What follows belongs to an exercise in optimizing a design on an open flow for small area and a short achievable clock period; a production flow would make more cautious choices. Function was checked by simulation only, so behaviour that the tests miss may differ from the original.

## flow/design.v (module list and top-level ports; edited modules follow where they fit)
// module Float8Mac16_3stage: 1242 lines
module Float8Mac16_3stage #(
    parameter int unsigned N_WAY  = 16,
    parameter int unsigned PADBIT = 10
)(
    input  logic               clk,
    input  logic               rst_n,
    input  logic [8*N_WAY-1:0] din_X,
    input  logic [8*N_WAY-1:0] din_W,
    input  logic               din_valid,
    output logic [15:0]        dout,
    output logic               dout_valid
);
  // ...
==> flow/flow/run.sh <==
#!/bin/bash
# The standard layout, with the port buffers made of sky130_fd_sc_hd__buf_2
# instead of the cell buffer_ports picks by default (clkdlybuf4s50_1, a delay cell).
set -euo pipefail
echo 'export BUFFER_PORTS_ARGS = -buffer_cell sky130_fd_sc_hd__buf_2' >> config.mk
bash standard.sh > flow.log 2>&1
==> flow/standard.sh <==
#!/bin/bash
# synth_recipe.tcl (not shown) runs the flow's synth.tcl, then flattens the netlist and writes it again
# the make line also repeats each setting of config.mk as NAME=value (left out here)
make -C /OpenROAD-flow-scripts/flow DESIGN_CONFIG=/design/flow/config.mk WORK_HOME=/design/flow/orfs CLKGATE_MAP_FILE= SYNTH_SCRIPT=/design/flow/synth_recipe.tcl "${@:-finish}"
==> flow/config.mk <==
export PLATFORM = sky130hd
export DESIGN_NAME = Float8Mac16_3stage
export DESIGN_NICKNAME = Float8Mac16_3stage
export VERILOG_FILES = /design/flow/design.v
export SDC_FILE = /design/flow/constraint.sdc
export NUM_CORES = 4
export LEC_CHECK = 0
export ABC_AREA = 1
export CAP_MARGIN = 20
export CORE_MARGIN = 2
export CORE_UTILIZATION = 40
export PLACE_DENSITY = 0.6
export SLEW_MARGIN = 20
export BUFFER_PORTS_ARGS = -buffer_cell sky130_fd_sc_hd__buf_2
==> flow/constraint.sdc <==
create_clock -name core_clock -period 44.0 [get_ports {clk}]
set_input_delay 8.8000 -clock core_clock [delete_from_list [all_inputs] [get_ports {clk}]]
set_output_delay 8.8000 -clock core_clock [all_outputs]
set_load 0.01 [all_outputs]
==> run_summary.xml, run 1 <==
<?xml version="1.0" encoding="UTF-8"?>
<metrics>
  <group name="clock_tree">
    <metric name="postCtsHoldBufs" unit="">0</metric>
    <metric name="clockBufferDepth" unit="">3</metric>
    <metric name="clk_latency" unit="ns">0.70</metric>
    <metric name="cts.htree.levels" unit="">3</metric>
  </group>
  <group name="route">
    <metric name="via_per_inst" unit="">5.07</metric>
    <metric name="detail_route.wirelength.met1" unit="mm">68.9</metric>
    <metric name="routed_wire_length_per_instance" unit="um">17.8</metric>
    <metric name="wl" unit="mm">152</metric>
    <metric name="first_pass_iters" unit="">8</metric>
    <metric name="top_layer_used" unit="">met4</metric>
    <metric name="post-route-drc-count" unit="">0</metric>
    <metric name="met2WireLength" unit="mm">68.8</metric>
  </group>
  <group name="setup_path">
    <metric name="cp_max_fo" unit="">1</metric>
    <metric name="worstReg2RegEnd" unit="">cm[4]</metric>
    <metric name="worst_setup_path_end_kind" unit="">output pin</metric>
    <metric name="critical_path.reg2reg.startpoint" unit="">wq[36]</metric>
    <metric name="cp.required" unit="ns">35.20</metric>
  </group>
  <group name="job">
    <metric name="maxCapViolCount" unit="">0</metric>
  </group>
  <group name="die">
    <metric name="tapCellCount" unit="">1650</metric>
    <metric name="io_pins" unit="">276</metric>
  </group>
  <group name="global_route">
    <metric name="use_met2" unit="%">38.1</metric>
    <metric name="grt_usage" unit="%">23.6</metric>
    <metric name="antenna_violations_before_repair" unit="">4</metric>
  </group>
  <group name="final_layout">
    <metric name="multi_input_area" unit="um^2">33600</metric>
    <metric name="fraction_of_final_layout_cells_sized_beyond_drive_strength_1" unit="%">7.33</metric>
    <metric name="buffers_excl_clock" unit="">281</metric>
    <metric name="clockNetworkAreaShare" unit="%">4.57</metric>
    <metric name="seq_area_share" unit="%">20.7</metric>
  </group>
  <group name="sta">
    <metric name="finalMaxSlewViolations" unit="">0</metric>
  </group>
  <group name="yosys">
    <metric name="synth_area_leader_cell" unit="">dfxtp_1</metric>
    <metric name="netlist_instances" unit="">6647</metric>
    <metric name="seq_area_frac_synth" unit="%">22.8</metric>
    <metric name="synth_compound_area_share" unit="%">10.8</metric>
    <metric name="muxShareOfSynthArea" unit="%">0.698</metric>
  </group>
  <group name="worst_hold_path">
    <metric name="worstHoldPathCells" unit="">0</metric>
    <metric name="worst_hold_path.endpoint" unit="">uc[21]</metric>
  </group>
  <group name="place">
    <metric name="placer_congestion" unit="">1.02</metric>
  </group>
  <group name="outcome">
    <metric name="run_status" unit="">finished clean</metric>
  </group>
</metrics>
==> run 2, diff against run 1 <==
--- a/flow/design.v
+++ b/flow/design.v
@@ -11,81 +11,87 @@
     output logic               dout_valid
 );
     logic [3:0] vld;
     always_ff @(posedge clk or negedge rst_n) begin
         if (!rst_n) vld <= 4'd0;
         else        vld <= {vld[2:0], din_valid};
     end
     assign dout_valid = vld[3];
-    logic [8*N_WAY-1:0] xq, wq;
+    logic [4:0] e1 [N_WAY-1:0];
+    logic [2:0] fx1 [N_WAY-1:0];
+    logic [2:0] fw1 [N_WAY-1:0];
+    logic [N_WAY-1:0] hx1, hw1, s1;
     always_ff @(posedge clk) begin
-        xq <= din_X;
-        wq <= din_W;
+        for (int i = 0; i < N_WAY; i = i + 1) begin
+            logic [3:0] ex, ew;
+            logic       hx, hw;
+            ex = din_X[8*i+3 +: 4];
+            ew = din_W[8*i+3 +: 4];
+            hx = |ex;
+            hw = |ew;
+            e1[i]  <= {1'b0, ex[3:1], ex[0] | ~hx} + {1'b0, ew[3:1], ew[0] | ~hw};
+            hx1[i] <= hx;
+            hw1[i] <= hw;
+            fx1[i] <= din_X[8*i +: 3];
+            fw1[i] <= din_W[8*i +: 3];
+            s1[i]  <= din_X[8*i+7] ^ din_W[8*i+7];
+        end
     end
     logic [7:0] pa [N_WAY-1:0];
     logic [4:0] ea [N_WAY-1:0];
     logic [5:0] ga [N_WAY-1:0];
-    logic [N_WAY-1:0] sa;
+    logic [N_WAY-1:0] sa, ca;
     genvar K;
     generate
         for (K = 0; K < N_WAY; K = K + 1) begin : gen_front
-            wire [3:0] ex = xq[8*K+6:8*K+3];
-            wire [3:0] ew = wq[8*K+6:8*K+3];
-            wire [2:0] fx = xq[8*K+2:8*K];
-            wire [2:0] fw = wq[8*K+2:8*K];
-            wire       hx = |ex;
-            wire       hw = |ew;
+            wire [2:0] fx = fx1[K];
+            wire [2:0] fw = fw1[K];
+            wire       hx = hx1[K];
+            wire       hw = hw1[K];
+            assign ea[K] = e1[K];
+            assign sa[K] = s1[K];
             wire [3:0] ma = {hx, fx}, mb = {hw, fw};
             wire [3:0] pp0 = ma & {4{mb[0]}}, pp1 = ma & {4{mb[1]}};
             wire [3:0] pp2 = ma & {4{mb[2]}}, pp3 = ma & {4{mb[3]}};
             wire s10 = pp0[1] ^ pp1[0], c10 = pp0[1] & pp1[0];
             wire s11 = pp0[2] ^ pp1[1] ^ c10, c11 = (pp0[2] & pp1[1]) | (c10 & (pp0[2] ^ pp1[1]));
             wire s12 = pp0[3] ^ pp1[2] ^ c11, c12 = (pp0[3] & pp1[2]) | (c11 & (pp0[3] ^ pp1[2]));
             wire s13 = pp1[3] ^ c12,          c13 = pp1[3] & c12;
             wire s20 = s11 ^ pp2[0],          c20 = s11 & pp2[0];
             wire s21 = s12 ^ pp2[1] ^ c20,    c21 = (s12 & pp2[1]) | (c20 & (s12 ^ pp2[1]));
             wire s22 = s13 ^ pp2[2] ^ c21,    c22 = (s13 & pp2[2]) | (c21 & (s13 ^ pp2[2]));
             wire s23 = c13 ^ pp2[3] ^ c22,    c23 = (c13 & pp2[3]) | (c22 & (c13 ^ pp2[3]));
             wire s30 = s21 ^ pp3[0],          c30 = s21 & pp3[0];
             wire s31 = s22 ^ pp3[1] ^ c30,    c31 = (s22 & pp3[1]) | (c30 & (s22 ^ pp3[1]));
             wire s32 = s23 ^ pp3[2] ^ c31,    c32 = (s23 & pp3[2]) | (c31 & (s23 ^ pp3[2]));
             wire s33 = c23 ^ pp3[3] ^ c32,    c33 = (c23 & pp3[3]) | (c32 & (c23 ^ pp3[3]));
             assign pa[K] = {c33, s33, s32, s31, s30, s20, s10, pp0[0]};
-            assign ea[K] = {1'b0, ex[3:1], ex[0] | ~hx} + {1'b0, ew[3:1], ew[0] | ~hw};
-            assign sa[K] = xq[8*K+7] ^ wq[8*K+7];
-            logic [1:0] lx, lw;
-            logic [2:0] ax, aw;
-            always_comb begin
-                if (hx)         begin lx = 2'd3; ax = fx;              end
-                else if (fx[2]) begin lx = 2'd2; ax = {fx[1:0], 1'b0}; end
-                else if (fx[1]) begin lx = 2'd1; ax = {fx[0], 2'b00};  end
-                else            begin lx = 2'd0; ax = 3'b000;          end
-                if (hw)         begin lw = 2'd3; aw = fw;              end
-                else if (fw[2]) begin lw = 2'd2; aw = {fw[1:0], 1'b0}; end
-                else if (fw[1]) begin lw = 2'd1; aw = {fw[0], 2'b00};  end
-                else            begin lw = 2'd0; aw = 3'b000;          end
-            end
-            localparam logic [63:0] CARRY = 64'hfefcfcf8f0e08000;
-            wire       c  = CARRY[{ax, aw}];
-            wire [2:0] f  = {1'b0, lx} + {1'b0, lw} + {2'b0, c};
+            wire [1:0] lx = hx ? 2'd3 : fx[2] ? 2'd2 : fx[1] ? 2'd1 : 2'd0;
+            wire [1:0] lw = hw ? 2'd3 : fw[2] ? 2'd2 : fw[1] ? 2'd1 : 2'd0;
+            wire [2:0] l  = {1'b0, lx} + {1'b0, lw};
             wire       nz = (hx | (|fx)) & (hw | (|fw));
-            assign ga[K] = nz ? ({1'b0, ea[K]} + {3'b0, f}) : 6'd0;
+            assign ga[K] = nz ? ({1'b0, ea[K]} + {3'b0, l}) : 6'd0;
+            assign ca[K] = pa[K][l + 3'd1];
         end
     endgenerate
-    logic [5:0] mx;
+    logic [5:0] mq;
+    logic       minc;
     always_comb begin
         logic [N_WAY-1:0] cand;
         cand = '1;
         for (int b = 5; b >= 0; b = b - 1) begin
-            mx[b] = 1'b0;
-            for (int k = 0; k < N_WAY; k = k + 1) mx[b] = mx[b] | (cand[k] & ga[k][b]);
-            for (int k = 0; k < N_WAY; k = k + 1) cand[k] = cand[k] & (ga[k][b] | ~mx[b]);
+            mq[b] = 1'b0;
+            for (int k = 0; k < N_WAY; k = k + 1) mq[b] = mq[b] | (cand[k] & ga[k][b]);
+            for (int k = 0; k < N_WAY; k = k + 1) cand[k] = cand[k] & (ga[k][b] | ~mq[b]);
         end
+        minc = |(cand & ca);
     end
+    logic [5:0] mx;
+    assign mx = mq + {5'd0, minc};
     logic [6:0] cma;
     assign cma = 7'd24 - {1'b0, mx};
     logic [4:0] na, na_m;
     always_comb begin
         na = 5'd0;
         for (int k = 0; k < N_WAY; k = k + 1) na = na + {4'd0, sa[k]};
         na_m = -na;
     end
--- a/flow/config.mk
+++ b/flow/config.mk
@@ -4,11 +4,14 @@
 export VERILOG_FILES = /design/flow/design.v
 export SDC_FILE = /design/flow/constraint.sdc
 export NUM_CORES = 4
 export LEC_CHECK = 0
 export ABC_AREA = 1
 export CAP_MARGIN = 20
 export CORE_MARGIN = 2
 export CORE_UTILIZATION = 40
+export CTS_BUF_LIST = sky130_fd_sc_hd__clkbuf_8
+export CTS_CLUSTER_DIAMETER = 60
+export CTS_CLUSTER_SIZE = 16
 export PLACE_DENSITY = 0.6
 export SLEW_MARGIN = 20
 export BUFFER_PORTS_ARGS = -buffer_cell sky130_fd_sc_hd__buf_2
==> run_summary.xml, run 2 <==
<?xml version="1.0" encoding="UTF-8"?>
<metrics>
  <group name="yosys">
    <metric name="seq_area_frac_synth" unit="%">21.9</metric>
    <metric name="largest_family_of_logic_cells_by_synthesized_area" unit="">adder cells</metric>
    <metric name="post-synth-top-area-fraction" unit="%">21.7</metric>
    <metric name="synth_common_cells" unit="">1568 x nand2_1, 1167 x inv_1, 536 x dfxtp_1, 457 x fa_1, 401 x xor2_1</metric>
    <metric name="synth_fp_nets" unit="">7633</metric>
    <metric name="most_frequent_cell_after_synthesis" unit="">nand2_1</metric>
    <metric name="synth_area_leader_cell" unit="">dfxtp_1</metric>
    <metric name="muxShareOfSynthArea" unit="%">1.01</metric>
    <metric name="netlist_instances" unit="">6562</metric>
    <metric name="syn-cell-area" unit="um^2">49400</metric>
    <metric name="synth-simple-area-share" unit="%">20.4</metric>
    <metric name="ys.warnings.count" unit="">10</metric>
    <metric name="synth_flop_cell" unit="">dfxtp_1</metric>
    <metric name="post_synth.cell_area_avg" unit="um^2">7.52</metric>
    <metric name="synth_xor_area_share" unit="%">8.35</metric>
    <metric name="synth_adder_area_share" unit="%">27.5</metric>
    <metric name="synth.distinct_cells" unit="">54</metric>
    <metric name="postSynthRegisterBits" unit="">540</metric>
    <metric name="synth_edf_count" unit="">0</metric>
    <metric name="synth.area.top_cells" unit="">dfxtp_1 22%, fa_1 19%, nand2_1 12%, ha_1 9.0%, inv_1 8.9%</metric>
    <metric name="synth_compound_area_share" unit="%">10.4</metric>
    <metric name="post_synth_arst_share" unit="%">0.741</metric>
  </group>
  <group name="final_layout">
    <metric name="largest_registers" unit="">pb: 128 flops, e1: 80 flops, eb: 80 flops</metric>
    <metric name="nNetsFinal" unit="">7866</metric>
    <metric name="layout.cells.most_common" unit="">nand2_1</metric>
    <metric name="top_register" unit="">pb</metric>
    <metric name="largest_reg_flops" unit="">128</metric>
    <metric name="nFillCells" unit="">12400</metric>
    <metric name="fraction_of_final_layout_cells_sized_beyond_drive_strength_1" unit="%">8.02</metric>
    <metric name="most_used_cells_in_the_layout_excluding_fill_and_tap_cells" unit="">1568 x nand2_1, 1170 x inv_1, 530 x dfxtp_1, 457 x fa_1, 401 x xor2_1</metric>
    <metric name="layout-area-overhead-vs-synth" unit="%">9.16</metric>
  </group>
  <group name="setup_path">
    <metric name="cp_max_fo" unit="">1</metric>
    <metric name="worst_path_slowest_cell" unit="">dfxtp_1</metric>
    <metric name="cpLargestDelayFamily" unit="">flip-flops</metric>
    <metric name="worst-endpoint-arrival" unit="ns">1.22</metric>
    <metric name="cp.required" unit="ns">35.20</metric>
    <metric name="path_depth" unit="">1</metric>
    <metric name="rr_worst_depth" unit="">53</metric>
    <metric name="crit_path_category" unit="">reg2out</metric>
    <metric name="cp_num_buf_inv" unit="">1</metric>
    <metric name="worstSetupStartpointType" unit="">flop</metric>
    <metric name="worstPathCellList" unit="">buf_2</metric>
    <metric name="slowest_delay" unit="ns">0.36</metric>
    <metric name="worst_setup_path_end_kind" unit="">output pin</metric>
  </group>
  <group name="clock_tree">
    <metric name="postCtsSetupBuffers" unit="">0</metric>
    <metric name="post_cts.resized_instances" unit="">0</metric>
    <metric name="postCtsHoldBufs" unit="">0</metric>
    <metric name="clk_latency" unit="ns">0.76</metric>
    <metric name="numClockSinks" unit="">540</metric>
    <metric name="cts_tree" unit="">yes</metric>
    <metric name="clock_tree_root_buffer_cell" unit="">clkbuf_8</metric>
    <metric name="cts.htree.levels" unit="">3</metric>
    <metric name="clk_pin_slew_worst_paths" unit="ns">0.09</metric>
    <metric name="clockBufferDepth" unit="">3</metric>
    <metric name="tritoncts.num_buffers" unit="">66</metric>
  </group>
  <group name="sta">
    <metric name="fin_ws" unit="ns">33.98</metric>
    <metric name="fin_skew" unit="ns">0.0354</metric>
    <metric name="finalWorstPathRequiredPeriod" unit="ns">10.02</metric>
    <metric name="slew_headroom" unit="%">30.2</metric>
    <metric name="setup-violations-final" unit="">0</metric>
    <metric name="clock.fmax" unit="MHz">99.8</metric>
    <metric name="rsz0062_at_grt" unit="">no</metric>
    <metric name="final.hold.worst_slack" unit="ns">0.334</metric>
    <metric name="setup_tns" unit="ns">0</metric>
    <metric name="finalHoldViolations" unit="">0</metric>
    <metric name="max_slew.worst_pin.slew" unit="ns">1.05</metric>
    <metric name="finalMaxSlewViolations" unit="">0</metric>
    <metric name="layout_worst_path_cycle_share" unit="%">22.8</metric>
  </group>
  <group name="die">
    <metric name="fp.dieArea" unit="um^2">126000</metric>
    <metric name="die_x" unit="um">355</metric>
    <metric name="initial_utilization" unit="%">40.4</metric>
    <metric name="io_pins" unit="">276</metric>
    <metric name="core.rowCount" unit="">128</metric>
    <metric name="fp.dieH" unit="um">355</metric>
    <metric name="placeableCoreArea" unit="um^2">122000</metric>
  </group>
  <group name="route">
    <metric name="routed_wire_length_per_instance" unit="um">18.1</metric>
    <metric name="first_pass_iters" unit="">9</metric>
    <metric name="dr_total_vias" unit="">42300</metric>
    <metric name="post-route-drc-count" unit="">0</metric>
    <metric name="antenna_left" unit="">0</metric>
    <metric name="wl" unit="mm">153</metric>
    <metric name="via_per_inst" unit="">4.99</metric>
    <metric name="dr.first_iter.drc_count" unit="">3353</metric>
  </group>
  <group name="place">
    <metric name="dpl.hpwl" unit="mm">131</metric>
    <metric name="portBuffers" unit="">275</metric>
    <metric name="placer_congestion" unit="">1.07</metric>
    <metric name="place_ws" unit="ns">33.82</metric>
  </group>
  <group name="global_route">
    <metric name="number_of_global_route_vias_before_repair" unit="">41100</metric>
    <metric name="globalRoute.totalOverflow" unit="">0</metric>
    <metric name="antenna_violations_before_repair" unit="">3</metric>
    <metric name="grt_usage" unit="%">24.1</metric>
    <metric name="pin_count_of_the_biggest_net_entering_global_routing" unit="">34</metric>
    <metric name="grt_first_pass_wirelength" unit="mm">235</metric>
  </group>
  <group name="job">
    <metric name="maxCapViolCount" unit="">0</metric>
  </group>
  <group name="outcome">
    <metric name="run_status" unit="">finished clean</metric>
  </group>
  <group name="worst_hold_path">
    <metric name="worst_hold_path_type" unit="">reg2reg</metric>
    <metric name="worstHoldPathCells" unit="">0</metric>
  </group>
</metrics>
## run 2: cell types whose count changed in the layout (fill, tap and decap cells not counted), moves of 23 or more
cell and delta:
clkbuf_16 -76, clkbuf_8 +61, dfxtp_1 -33, ha_1 +37, inv_1 +28, inv_2 +23
nand2_1 +110, nand2_2 +30, nor2_1 -136, nor3_1 -49
## run 2: cell type report
class	instances	area [um^2]	area share (%)
well taps	1625	2030	3.77
clock inverters	49	592	1.10
multi-input cells	4671	33400	62.0
clock buffers	71	977	1.81
repair buffers	277	1390	2.58
diodes	2	5.00	0.00929
inverters	1239	4650	8.63
flip-flops and latches	540	10800	20.1
## run 2: logic make-up after synthesis
logic type,after synthesis
XOR/XNOR,469
adder cells (fa/ha/maj),812
buffers and inverters,1351
flip-flops,540
AO/OA/AOI/OAI,918
multiplexers,50
AND/OR/NAND/NOR,2422
## run 2: final timing paths
check	startpoint	endpoint	slack (ns)
setup / recovery	dout[12]	dout[12]	33.98
hold / removal	nneg_m[3]	uc[21]	0.33
setup reg to reg	fx1[7][1]	cm[5]	34.49
hold reg to reg	nneg_m[3]	uc[21]	0.33
max in group asynchronous	rst_n	vld[0]	36.03
min in group asynchronous	rst_n	vld[1]	7.86
## run 2: per-stage QoR
stage          cells  cell area [um^2]  utilization, %
6_report        8474             53900            44.1
5_1_grt         8474             53900            44.1
4_1_cts         8472             53900            44.1
3_5_place_dp    8352             52300            42.8
3_3_place_gp    8352             52300            42.8
2_1_floorplan   6562             49400               -
## run 2: layer usage
metal | track usage, % | wire, um
met5 | 0 | 0
met4 | 9.53 | 6850
met3 | 4.15 | 9800
met2 | 39.5 | 69600
met1 | 31.6 | 67000
==> run 3, diff against run 2 <==
--- a/flow/config.mk
+++ b/flow/config.mk
@@ -11,5 +11,2 @@
 export CORE_UTILIZATION = 40
-export CTS_BUF_LIST = sky130_fd_sc_hd__clkbuf_8
-export CTS_CLUSTER_DIAMETER = 60
-export CTS_CLUSTER_SIZE = 16
 export PLACE_DENSITY = 0.6
==> run_summary.xml, run 3 <==
<?xml version="1.0" encoding="UTF-8"?>
<metrics>
  <group name="final_layout">
    <metric name="top_register" unit="">pb</metric>
    <metric name="layout.cells.most_common" unit="">nand2_1</metric>
    <metric name="largest_registers" unit="">pb: 128 flops, e1: 80 flops, eb: 80 flops</metric>
    <metric name="most_used_cells_in_the_layout_excluding_fill_and_tap_cells" unit="">1568 x nand2_1, 1167 x inv_1, 530 x dfxtp_1, 457 x fa_1, 401 x xor2_1</metric>
    <metric name="layout-area-overhead-vs-synth" unit="%">10.9</metric>
    <metric name="fraction_of_final_layout_cells_sized_beyond_drive_strength_1" unit="%">8.14</metric>
    <metric name="antenna_cells" unit="">0</metric>
    <metric name="nNetsFinal" unit="">7870</metric>
    <metric name="largest_reg_flops" unit="">128</metric>
    <metric name="post-route-cell-area" unit="um^2">54800</metric>
  </group>
  <group name="yosys">
    <metric name="netlist_instances" unit="">6562</metric>
    <metric name="ys.warnings.count" unit="">10</metric>
    <metric name="postSynthRegisterBits" unit="">540</metric>
    <metric name="synth_flop_cell" unit="">dfxtp_1</metric>
    <metric name="post-synth-top-area-fraction" unit="%">21.7</metric>
    <metric name="synth.area.top_cells" unit="">dfxtp_1 22%, fa_1 19%, nand2_1 12%, ha_1 9.0%, inv_1 8.9%</metric>
    <metric name="most_frequent_cell_after_synthesis" unit="">nand2_1</metric>
    <metric name="synth_common_cells" unit="">1568 x nand2_1, 1167 x inv_1, 536 x dfxtp_1, 457 x fa_1, 401 x xor2_1</metric>
    <metric name="synth.distinct_cells" unit="">54</metric>
    <metric name="syn-cell-area" unit="um^2">49400</metric>
    <metric name="synth_edf_count" unit="">0</metric>
    <metric name="synth_fp_nets" unit="">7633</metric>
    <metric name="synth_area_leader_cell" unit="">dfxtp_1</metric>
    <metric name="post_synth.cell_area_avg" unit="um^2">7.52</metric>
    <metric name="seq_area_frac_synth" unit="%">21.9</metric>
    <metric name="post_synth_arst_share" unit="%">0.741</metric>
  </group>
  <group name="sta">
    <metric name="finalMaxSlewViolations" unit="">0</metric>
    <metric name="slew_headroom" unit="%">30.6</metric>
    <metric name="setup-violations-final" unit="">0</metric>
    <metric name="clock.fmax" unit="MHz">101</metric>
    <metric name="setup_tns" unit="ns">0</metric>
    <metric name="finalHoldViolations" unit="">0</metric>
    <metric name="layout_worst_path_cycle_share" unit="%">22.6</metric>
    <metric name="finalWorstPathRequiredPeriod" unit="ns">9.92</metric>
    <metric name="max_slew.worst_pin.slew" unit="ns">1.04</metric>
    <metric name="fin_skew" unit="ns">0.0359</metric>
    <metric name="rsz0062_at_grt" unit="">no</metric>
  </group>
  <group name="clock_tree">
    <metric name="cts.htree.levels" unit="">3</metric>
    <metric name="post_cts.resized_instances" unit="">0</metric>
    <metric name="postCtsHoldBufs" unit="">0</metric>
    <metric name="tritoncts.num_buffers" unit="">70</metric>
    <metric name="clockBufferDepth" unit="">3</metric>
    <metric name="cts_tree" unit="">yes</metric>
    <metric name="clock_tree_root_buffer_cell" unit="">clkbuf_16</metric>
    <metric name="numClockSinks" unit="">540</metric>
    <metric name="postCtsSetupBuffers" unit="">0</metric>
    <metric name="clk_latency" unit="ns">0.66</metric>
    <metric name="clk_pin_slew_worst_paths" unit="ns">0.06</metric>
  </group>
  <group name="setup_path">
    <metric name="slowest_delay" unit="ns">0.36</metric>
    <metric name="cp_max_fo" unit="">1</metric>
    <metric name="cp.required" unit="ns">35.20</metric>
    <metric name="crit_path_category" unit="">reg2out</metric>
    <metric name="critPathLaunch" unit="">vld[3]</metric>
    <metric name="worst-endpoint-arrival" unit="ns">1.12</metric>
    <metric name="cp_num_buf_inv" unit="">1</metric>
    <metric name="worstSetupStartpointType" unit="">flop</metric>
    <metric name="worstPathCellList" unit="">buf_2</metric>
    <metric name="worst_path_slowest_cell" unit="">dfrtp_1</metric>
    <metric name="critical_path.reg2reg.startpoint" unit="">fx1[7][1]</metric>
    <metric name="worst_setup_path_end_kind" unit="">output pin</metric>
    <metric name="cpLargestDelayFamily" unit="">flip-flops</metric>
  </group>
  <group name="global_route">
    <metric name="number_of_global_route_vias_before_repair" unit="">41200</metric>
    <metric name="grt_usage" unit="%">24.3</metric>
    <metric name="grt_first_pass_wirelength" unit="mm">236</metric>
    <metric name="antenna_violations_before_repair" unit="">2</metric>
    <metric name="globalRoute.totalOverflow" unit="">0</metric>
    <metric name="pin_count_of_the_biggest_net_entering_global_routing" unit="">34</metric>
  </group>
  <group name="route">
    <metric name="routed_wire_length_per_instance" unit="um">18.2</metric>
    <metric name="dr_total_vias" unit="">42500</metric>
    <metric name="via_per_inst" unit="">5.01</metric>
    <metric name="first_pass_iters" unit="">6</metric>
    <metric name="post-route-drc-count" unit="">0</metric>
    <metric name="wl" unit="mm">154</metric>
    <metric name="antenna_left" unit="">0</metric>
    <metric name="dr.first_iter.drc_count" unit="">3240</metric>
  </group>
  <group name="place">
    <metric name="placed_area" unit="um^2">52300</metric>
    <metric name="placer_congestion" unit="">1.07</metric>
    <metric name="dpl.hpwl" unit="mm">131</metric>
    <metric name="portBuffers" unit="">275</metric>
  </group>
  <group name="die">
    <metric name="core.rowCount" unit="">128</metric>
    <metric name="initial_utilization" unit="%">40.4</metric>
    <metric name="die_x" unit="um">355</metric>
    <metric name="fp.dieArea" unit="um^2">126000</metric>
    <metric name="io_pins" unit="">276</metric>
    <metric name="placeableCoreArea" unit="um^2">122000</metric>
    <metric name="fp.dieH" unit="um">355</metric>
  </group>
  <group name="worst_hold_path">
    <metric name="worst_hold_path_type" unit="">reg2reg</metric>
    <metric name="worst_hold_startpoint" unit="">nneg_m[3]</metric>
  </group>
  <group name="outcome">
    <metric name="run_status" unit="">finished clean</metric>
  </group>
  <group name="job">
    <metric name="maxCapViolCount" unit="">0</metric>
  </group>
</metrics>
-- run 3: cell counts after synthesis --
No cell type changed its count.
-- run 3: worst register-to-register path: cells and delay by family (launching register included) --
family                   cells  cell delay, ns
AO/OA/AOI/OAI                5            1.00
flip-flops                   1            0.42
AND/OR/NAND/NOR             40            6.09
adder cells (fa/ha/maj)      4            1.22
buffers and inverters        3            0.22
XOR/XNOR                     1            0.45
-- run 3: worst paths after layout --
check / endpoint / cells past startpoint / slack (ns)
max in group asynchronous: vld[0] / 1 / 35.93
hold / removal: uc[21] / 0 / 0.33
setup / recovery: dout_valid / 1 / 34.08
hold reg to reg: uc[21] / 0 / 0.33
min in group asynchronous: vld[1] / 1 / 7.96
setup reg to reg: cm[5] / 53 / 34.43
-- run 3: area by class of cell --
cell class                 count  area, um^2
sequential                   540       10800
clock inverter                41         457
fill                       12300       67400
multi-input combinational   4671       33400
clock buffer                  87        2000
tap                         1625        2030
timing repair buffer         277        1390
inverter                    1239        4650
-- run 3: routing by layer --
layer,vias up,GRT usage (%),part of all wire [%]
met4,0,9.69,4.5
met5,-,0,0
li1,21100,-,-
met2,1323,40.0,46
met3,312,3.94,6.6
met1,19800,31.7,43
-- run 3: per-stage QoR --
| step | std cells | worst slack [ns] | utilization [%] | hold slack (ns) |
|---|---|---|---|---|
| 2_1_floorplan | 6562 | 34.16 | - | 0.310 |
| 3_3_place_gp | 8352 | 33.83 | 42.8 | 0.314 |
| 3_5_place_dp | 8352 | 33.82 | 42.8 | 0.312 |
| 4_1_cts | 8480 | 34.03 | 44.8 | 0.325 |
| 5_1_grt | 8480 | 34.04 | 44.8 | 0.337 |
| 6_report | 8480 | 34.08 | 44.8 | 0.325 |
-- run 3: cell families (layout without fill, tap and decap cells) --
| group | count (synthesis) | after routing | share of synthesized area [%] |
|---|---|---|---|
| AO/OA/AOI/OAI | 918 | 918 | 10.4 |
| XOR/XNOR | 469 | 469 | 8.35 |
| adder cells (fa/ha/maj) | 812 | 812 | 27.5 |
| buffers and inverters | 1351 | 1644 | 10.4 |
| flip-flops | 540 | 540 | 21.9 |
| multiplexers | 50 | 50 | 1.01 |
| AND/OR/NAND/NOR | 2422 | 2422 | 20.4 |
==> run 4, diff against run 3 <==
--- a/flow/config.mk
+++ b/flow/config.mk
@@ -10,4 +10,4 @@
 export CORE_MARGIN = 2
-export CORE_UTILIZATION = 40
-export PLACE_DENSITY = 0.6
+export CORE_UTILIZATION = 60
+export PLACE_DENSITY = 0.75
 export SLEW_MARGIN = 20
==> run_summary.xml, run 4 <==
<?xml version="1.0" encoding="UTF-8"?>
<metrics>
  <group name="outcome">
    <metric name="run_status" unit="">finished clean</metric>
  </group>
  <group name="clock_tree">
    <metric name="numClockSinks" unit="">540</metric>
    <metric name="cts.htree.levels" unit="">2</metric>
    <metric name="cts_tree" unit="">yes</metric>
    <metric name="clock_tree_root_buffer_cell" unit="">clkbuf_16</metric>
    <metric name="clockBufferDepth" unit="">3</metric>
    <metric name="postCtsHoldBufs" unit="">0</metric>
    <metric name="clk_pin_slew_worst_paths" unit="ns">0.07</metric>
    <metric name="postCtsSetupBuffers" unit="">0</metric>
    <metric name="tritoncts.num_buffers" unit="">59</metric>
    <metric name="post_cts.resized_instances" unit="">0</metric>
    <metric name="clk_latency" unit="ns">0.65</metric>
  </group>
  <group name="die">
    <metric name="fp.dieArea" unit="um^2">84600</metric>
    <metric name="fp.dieH" unit="um">291</metric>
    <metric name="core.rowCount" unit="">105</metric>
    <metric name="die_x" unit="um">291</metric>
    <metric name="placeableCoreArea" unit="um^2">81700</metric>
    <metric name="io_pins" unit="">276</metric>
    <metric name="initial_utilization" unit="%">60.4</metric>
  </group>
  <group name="sta">
    <metric name="fin_skew" unit="ns">0.0321</metric>
    <metric name="setup_tns" unit="ns">0</metric>
    <metric name="max_slew.worst_pin.slew" unit="ns">1.01</metric>
    <metric name="final.hold.worst_slack" unit="ns">0.326</metric>
    <metric name="finalWorstPathRequiredPeriod" unit="ns">9.93</metric>
    <metric name="setup-violations-final" unit="">0</metric>
    <metric name="slew_headroom" unit="%">32.2</metric>
    <metric name="rsz0062_at_grt" unit="">no</metric>
    <metric name="finalMaxSlewViolations" unit="">0</metric>
    <metric name="clock.fmax" unit="MHz">101</metric>
    <metric name="layout_worst_path_cycle_share" unit="%">22.6</metric>
    <metric name="finalHoldViolations" unit="">0</metric>
  </group>
  <group name="final_layout">
    <metric name="largest_registers" unit="">pb: 128 flops, e1: 80 flops, eb: 80 flops</metric>
    <metric name="layout.cells.most_common" unit="">nand2_1</metric>
    <metric name="fraction_of_final_layout_cells_sized_beyond_drive_strength_1" unit="%">7.79</metric>
    <metric name="seqCellArea" unit="um^2">10800</metric>
    <metric name="multi_input_area" unit="um^2">33400</metric>
    <metric name="nNetsFinal" unit="">7864</metric>
    <metric name="largest_reg_flops" unit="">128</metric>
    <metric name="finish.cell_count_without_fillers" unit="">7911</metric>
    <metric name="most_used_cells_in_the_layout_excluding_fill_and_tap_cells" unit="">1568 x nand2_1, 1167 x inv_1, 531 x dfxtp_1, 457 x fa_1, 401 x xor2_1</metric>
    <metric name="layout-area-overhead-vs-synth" unit="%">8.75</metric>
    <metric name="top_register" unit="">pb</metric>
    <metric name="antenna_cells" unit="">0</metric>
    <metric name="nFillCells" unit="">7201</metric>
  </group>
  <group name="route">
    <metric name="dr_total_vias" unit="">43300</metric>
    <metric name="detail_route.wirelength.met1" unit="mm">63.8</metric>
    <metric name="via_per_inst" unit="">5.47</metric>
    <metric name="antenna_left" unit="">0</metric>
    <metric name="routed_wire_length_per_instance" unit="um">18.9</metric>
    <metric name="dr.first_iter.drc_count" unit="">3526</metric>
    <metric name="route.met3.wl" unit="mm">12.0</metric>
    <metric name="met2WireLength" unit="mm">66.4</metric>
    <metric name="first_pass_iters" unit="">7</metric>
    <metric name="wl" unit="mm">149</metric>
    <metric name="top_layer_used" unit="">met4</metric>
    <metric name="post-route-drc-count" unit="">0</metric>
  </group>
  <group name="setup_path">
    <metric name="cpLargestDelayFamily" unit="">flip-flops</metric>
    <metric name="worstPathCellList" unit="">buf_2</metric>
    <metric name="worst_path_slowest_cell" unit="">dfrtp_1</metric>
    <metric name="critical_path.reg2reg.startpoint" unit="">fx1[3][1]</metric>
    <metric name="path_depth" unit="">1</metric>
    <metric name="cp_num_buf_inv" unit="">1</metric>
    <metric name="worstSetupStartpointType" unit="">flop</metric>
    <metric name="worst_setup_path_endpoint" unit="">dout_valid</metric>
    <metric name="critPathLaunch" unit="">vld[3]</metric>
    <metric name="reg2reg_slack" unit="ns">34.35</metric>
    <metric name="cp_max_fo" unit="">1</metric>
    <metric name="crit_path_category" unit="">reg2out</metric>
    <metric name="rr_worst_depth" unit="">53</metric>
    <metric name="slowest_delay" unit="ns">0.36</metric>
    <metric name="worstReg2RegEnd" unit="">cm[5]</metric>
    <metric name="cp.required" unit="ns">35.20</metric>
    <metric name="worst_setup_path_end_kind" unit="">output pin</metric>
    <metric name="worst-endpoint-arrival" unit="ns">1.13</metric>
  </group>
  <group name="place">
    <metric name="placer_congestion" unit="">1.06</metric>
    <metric name="portBuffers" unit="">275</metric>
    <metric name="dpl.hpwl" unit="mm">127</metric>
    <metric name="dpl.cell_count" unit="">7802</metric>
  </group>
  <group name="yosys">
    <metric name="most_frequent_cell_after_synthesis" unit="">nand2_1</metric>
    <metric name="post_synth.cell_area_avg" unit="um^2">7.52</metric>
    <metric name="seq_area_frac_synth" unit="%">21.9</metric>
    <metric name="netlist_instances" unit="">6562</metric>
    <metric name="synth_flop_cell" unit="">dfxtp_1</metric>
    <metric name="synth_fp_nets" unit="">7633</metric>
    <metric name="postSynthRegisterBits" unit="">540</metric>
    <metric name="post_synth_arst_share" unit="%">0.741</metric>
    <metric name="synth.distinct_cells" unit="">54</metric>
    <metric name="synth_edf_count" unit="">0</metric>
    <metric name="synth_common_cells" unit="">1568 x nand2_1, 1167 x inv_1, 536 x dfxtp_1, 457 x fa_1, 401 x xor2_1</metric>
    <metric name="synth_area_leader_cell" unit="">dfxtp_1</metric>
    <metric name="synth.area.top_cells" unit="">dfxtp_1 22%, fa_1 19%, nand2_1 12%, ha_1 9.0%, inv_1 8.9%</metric>
    <metric name="ys.warnings.count" unit="">10</metric>
    <metric name="syn-cell-area" unit="um^2">49400</metric>
    <metric name="post-synth-top-area-fraction" unit="%">21.7</metric>
  </group>
  <group name="global_route">
    <metric name="globalRoute.totalOverflow" unit="">0</metric>
    <metric name="grt_usage" unit="%">35.2</metric>
    <metric name="antenna_violations_before_repair" unit="">3</metric>
    <metric name="grt_first_pass_wirelength" unit="mm">231</metric>
    <metric name="number_of_global_route_vias_before_repair" unit="">41700</metric>
    <metric name="pin_count_of_the_biggest_net_entering_global_routing" unit="">34</metric>
  </group>
  <group name="worst_hold_path">
    <metric name="worst_hold_path_type" unit="">reg2reg</metric>
  </group>
  <group name="job">
    <metric name="maxCapViolCount" unit="">0</metric>
  </group>
</metrics>
-- run 4: cell counts after synthesis --
Identical to the previous run, type by type.
-- run 4: kinds of logic after synthesis --
| family | Yosys count | share of synthesized area, % |
|---|---|---|
| and+or+nand+nor | 2422 | 20.4 |
| buffers and inverters | 1351 | 10.4 |
| AOI/OAI and AO/OA | 918 | 10.4 |
| adders and majority gates | 812 | 27.5 |
| DFF | 540 | 21.9 |
| xor gates and xnor gates | 469 | 8.35 |
| muxes | 50 | 1.01 |
-- run 4: metrics by stage --
step	worst slack, ns	util [%]	instance area (um^2)
2_1_floorplan	34.16	-	49400
3_3_place_gp	33.79	63.2	51700
3_5_place_dp	33.81	63.2	51700
4_1_cts	34.04	65.7	53700
5_1_grt	33.90	65.7	53700
6_report	34.07	65.7	53700
-- run 4: layout make-up --
class                   count  area share [%]
repair buffers            282            2.66
multi-input cells        4671            62.2
clock inverters            23           0.524
inverters                1239            8.66
clock buffers              86            3.26
flip-flops and latches    540            20.2
well taps                1070            2.49
-- run 4: worst min path at each step --
stage              start     end  slack [ns]  depth (start not counted)
4_1_cts            mb[3]   mc[3]        0.33                          0
6_report           mb[3]   mc[3]        0.33                          0
3_3_place_gp       mb[3]   mc[3]        0.32                          0
3_5_place_dp   nneg_m[3]  uc[21]        0.32                          0
2_1_floorplan      mb[1]   mc[1]        0.31                          0
5_1_grt        nneg_m[3]  uc[21]        0.34                          0
-- run 4: routing by layer --
metal / global-route usage, % / vias up
li1: - / 21100
met1: 47.0 / 20200
met2: 56.7 / 1674
met3: 6.25 / 332
met4: 14.1 / 0
met5: 0 / -
==> run 5, diff against run 4 <==
--- a/flow/config.mk
+++ b/flow/config.mk
@@ -10,4 +10,7 @@
 export CORE_MARGIN = 2
-export CORE_UTILIZATION = 60
-export PLACE_DENSITY = 0.75
+export CORE_UTILIZATION = 40
+export CTS_BUF_LIST = sky130_fd_sc_hd__clkbuf_16
+export CTS_CLUSTER_DIAMETER = 120
+export CTS_CLUSTER_SIZE = 32
+export PLACE_DENSITY = 0.6
 export SLEW_MARGIN = 20
==> run_summary.xml, run 5 <==
<?xml version="1.0" encoding="UTF-8"?>
<metrics>
  <group name="sta">
    <metric name="fin_skew" unit="ns">0.0279</metric>
    <metric name="setup_tns" unit="ns">0</metric>
    <metric name="setup-violations-final" unit="">0</metric>
    <metric name="rsz0062_at_grt" unit="">no</metric>
    <metric name="finalHoldViolations" unit="">0</metric>
    <metric name="fin_ws" unit="ns">34.06</metric>
    <metric name="final.hold.worst_slack" unit="ns">0.330</metric>
    <metric name="clock.fmax" unit="MHz">101</metric>
    <metric name="finalMaxSlewViolations" unit="">0</metric>
    <metric name="slew_headroom" unit="%">31.9</metric>
    <metric name="finalWorstPathRequiredPeriod" unit="ns">9.94</metric>
    <metric name="layout_worst_path_cycle_share" unit="%">22.6</metric>
    <metric name="max_slew.worst_pin.slew" unit="ns">1.02</metric>
  </group>
  <group name="yosys">
    <metric name="post_synth.cell_area_avg" unit="um^2">7.52</metric>
    <metric name="synth_edf_count" unit="">0</metric>
    <metric name="most_frequent_cell_after_synthesis" unit="">nand2_1</metric>
    <metric name="synth_flop_cell" unit="">dfxtp_1</metric>
    <metric name="synth_common_cells" unit="">1568 x nand2_1, 1167 x inv_1, 536 x dfxtp_1, 457 x fa_1, 401 x xor2_1</metric>
    <metric name="seq_area_frac_synth" unit="%">21.9</metric>
    <metric name="synth.area.top_cells" unit="">dfxtp_1 22%, fa_1 19%, nand2_1 12%, ha_1 9.0%, inv_1 8.9%</metric>
    <metric name="ys.warnings.count" unit="">10</metric>
    <metric name="synth.distinct_cells" unit="">54</metric>
    <metric name="synth_fp_nets" unit="">7633</metric>
    <metric name="netlist_instances" unit="">6562</metric>
    <metric name="postSynthRegisterBits" unit="">540</metric>
    <metric name="post_synth_arst_share" unit="%">0.741</metric>
    <metric name="post-synth-top-area-fraction" unit="%">21.7</metric>
    <metric name="synth_area_leader_cell" unit="">dfxtp_1</metric>
    <metric name="syn-cell-area" unit="um^2">49400</metric>
  </group>
  <group name="route">
    <metric name="post-route-drc-count" unit="">0</metric>
    <metric name="routed_wire_length_per_instance" unit="um">18.1</metric>
    <metric name="dr.first_iter.drc_count" unit="">3223</metric>
    <metric name="dr_total_vias" unit="">42100</metric>
    <metric name="antenna_left" unit="">0</metric>
    <metric name="first_pass_iters" unit="">6</metric>
    <metric name="via_per_inst" unit="">5.01</metric>
    <metric name="wl" unit="mm">152</metric>
  </group>
  <group name="place">
    <metric name="portBuffers" unit="">275</metric>
    <metric name="dpl.hpwl" unit="mm">131</metric>
    <metric name="placer_congestion" unit="">1.07</metric>
    <metric name="place_ws" unit="ns">33.82</metric>
    <metric name="placed_area" unit="um^2">52300</metric>
  </group>
  <group name="die">
    <metric name="core.rowCount" unit="">128</metric>
    <metric name="placeableCoreArea" unit="um^2">122000</metric>
    <metric name="fp.dieArea" unit="um^2">126000</metric>
    <metric name="die_x" unit="um">355</metric>
    <metric name="initial_utilization" unit="%">40.4</metric>
    <metric name="fp.dieH" unit="um">355</metric>
    <metric name="io_pins" unit="">276</metric>
  </group>
  <group name="global_route">
    <metric name="pin_count_of_the_biggest_net_entering_global_routing" unit="">34</metric>
    <metric name="antenna_violations_before_repair" unit="">2</metric>
    <metric name="number_of_global_route_vias_before_repair" unit="">40700</metric>
    <metric name="grt_usage" unit="%">23.8</metric>
    <metric name="grt_first_pass_wirelength" unit="mm">234</metric>
    <metric name="globalRoute.totalOverflow" unit="">0</metric>
  </group>
  <group name="final_layout">
    <metric name="top_register" unit="">pb</metric>
    <metric name="fraction_of_final_layout_cells_sized_beyond_drive_strength_1" unit="%">6.99</metric>
    <metric name="most_used_cells_in_the_layout_excluding_fill_and_tap_cells" unit="">1568 x nand2_1, 1167 x inv_1, 530 x dfxtp_1, 457 x fa_1, 401 x xor2_1</metric>
    <metric name="post-route-cell-area" unit="um^2">53300</metric>
    <metric name="nNetsFinal" unit="">7827</metric>
    <metric name="nFillCells" unit="">12400</metric>
    <metric name="layout-area-overhead-vs-synth" unit="%">7.90</metric>
    <metric name="largest_reg_flops" unit="">128</metric>
    <metric name="largest_registers" unit="">pb: 128 flops, e1: 80 flops, eb: 80 flops</metric>
    <metric name="layout.cells.most_common" unit="">nand2_1</metric>
  </group>
  <group name="setup_path">
    <metric name="cp.required" unit="ns">35.20</metric>
    <metric name="cp_num_buf_inv" unit="">1</metric>
    <metric name="worst_path_slowest_cell" unit="">dfrtp_1</metric>
    <metric name="worstPathCellList" unit="">buf_2</metric>
    <metric name="slowest_delay" unit="ns">0.38</metric>
    <metric name="cp_max_fo" unit="">1</metric>
    <metric name="worstSetupStartpointType" unit="">flop</metric>
    <metric name="crit_path_category" unit="">reg2out</metric>
    <metric name="worst-endpoint-arrival" unit="ns">1.14</metric>
    <metric name="rr_worst_depth" unit="">53</metric>
    <metric name="cpLargestDelayFamily" unit="">flip-flops</metric>
    <metric name="path_depth" unit="">1</metric>
    <metric name="worst_setup_path_end_kind" unit="">output pin</metric>
  </group>
  <group name="clock_tree">
    <metric name="postCtsHoldBufs" unit="">0</metric>
    <metric name="cts.htree.levels" unit="">1</metric>
    <metric name="post_cts.resized_instances" unit="">0</metric>
    <metric name="clk_pin_slew_worst_paths" unit="ns">0.12</metric>
    <metric name="numClockSinks" unit="">540</metric>
    <metric name="tritoncts.num_buffers" unit="">27</metric>
    <metric name="cts_tree" unit="">yes</metric>
    <metric name="clk_latency" unit="ns">0.66</metric>
    <metric name="postCtsSetupBuffers" unit="">0</metric>
    <metric name="clock_tree_root_buffer_cell" unit="">clkbuf_16</metric>
    <metric name="clockBufferDepth" unit="">3</metric>
  </group>
  <group name="outcome">
    <metric name="run_status" unit="">finished clean</metric>
  </group>
  <group name="job">
    <metric name="maxCapViolCount" unit="">0</metric>
  </group>
  <group name="worst_hold_path">
    <metric name="worstHoldPathCells" unit="">0</metric>
    <metric name="worst_hold_path_type" unit="">reg2reg</metric>
  </group>
</metrics>
-- run 5: cell counts after synthesis --
Identical to the previous run, type by type.
-- run 5: stage by stage --
step	std cells	utilization (%)
6_report	8395	43.6
5_1_grt	8394	43.6
4_1_cts	8394	43.6
3_5_place_dp	8352	42.8
3_3_place_gp	8352	42.8
2_1_floorplan	6562	-
-- run 5: logic make-up after synthesis --
logic type | Yosys count | synth area share [%]
buffers and inverters | 1351 | 10.4
AND/OR/NAND/NOR | 2422 | 20.4
multiplexers | 50 | 1.01
AO/OA/AOI/OAI | 918 | 10.4
flip-flops | 540 | 21.9
XOR/XNOR | 469 | 8.35
adder cells (fa/ha/maj) | 812 | 27.5
-- run 5: area by class of cell --
| type | count | area, um^2 | area share (%) |
|---|---|---|---|
| Clock inverter | 15 | 273 | 0.512 |
| Timing Repair Buffer | 277 | 1390 | 2.61 |
| Tap cell | 1625 | 2030 | 3.82 |
| Inverter | 1239 | 4650 | 8.73 |
| Sequential cell | 540 | 10800 | 20.3 |
| Multi-Input combinational cell | 4671 | 33400 | 62.7 |
| Antenna cell | 1 | 2.50 | 0.00470 |
| Clock buffer | 27 | 676 | 1.27 |
-- run 5: worst paths after layout --
check | from | end | slack [ns]
worst max register to register | fx1[7][1] | cm[5] | 34.50
worst min-delay path | mb[3] | mc[3] | 0.33
max in group asynchronous | rst_n | vld[0] | 35.95
min in group asynchronous | rst_n | vld[1] | 7.94
worst max-delay path | vld[3] | dout_valid | 34.06
worst min register to register | mb[3] | mc[3] | 0.33
-- run 5: layer usage --
| metal | part of all wire [%] | vias up | GRT usage [%] |
|---|---|---|---|
| li1 | - | 20900 | - |
| met1 | 44 | 19600 | 31.6 |
| met2 | 46 | 1279 | 39.8 |
| met3 | 6.4 | 255 | 3.33 |
| met4 | 4.0 | 0 | 8.16 |
| met5 | 0 | - | 0 |

-- what the ideal ports hide --
The flow's constraints put no driver on any port. The routed layouts listed below were extracted and timed again, unchanged, in two steps.
Step 1: set_driving_cell puts a clkbuf_16 on clk and a buf_2 on each other input, an assumption about the parent block.
Step 2 adds t to the input delays and takes it off the output delays; t is the mean of the earliest and latest rising clock arrival at the registers after step 1. Input paths then give back, and output paths get back, about the clock's delay inside the block.
a / b / c = ideal / step 1 / step 2; a / b = the first two.
run | shift t [ns] | setup slack, ns | latest minus earliest clock arrival (ns) | pins driven straight from the clock port
run 1 | 0.752 | 34.037 / 33.962 / 34.714 | 0.042 / 0.042 | 1
run 2 | 0.810 | 33.976 / 33.901 / 33.843 | 0.044 / 0.044 | 1
run 3 | 0.725 | 34.076 / 33.996 / 33.840 | 0.039 / 0.038 | 1
run 4 | 0.704 | 34.071 / 33.998 / 33.717 | 0.032 / 0.032 | 1
run 5 | 0.724 | 34.056 / 33.977 / 33.856 | 0.033 / 0.033 | 1
After both steps setup and hold are still met in every run listed. The setup slack of run 4, which loses most, moves by -0.073 ns with the drivers and by -0.354 ns with both steps.
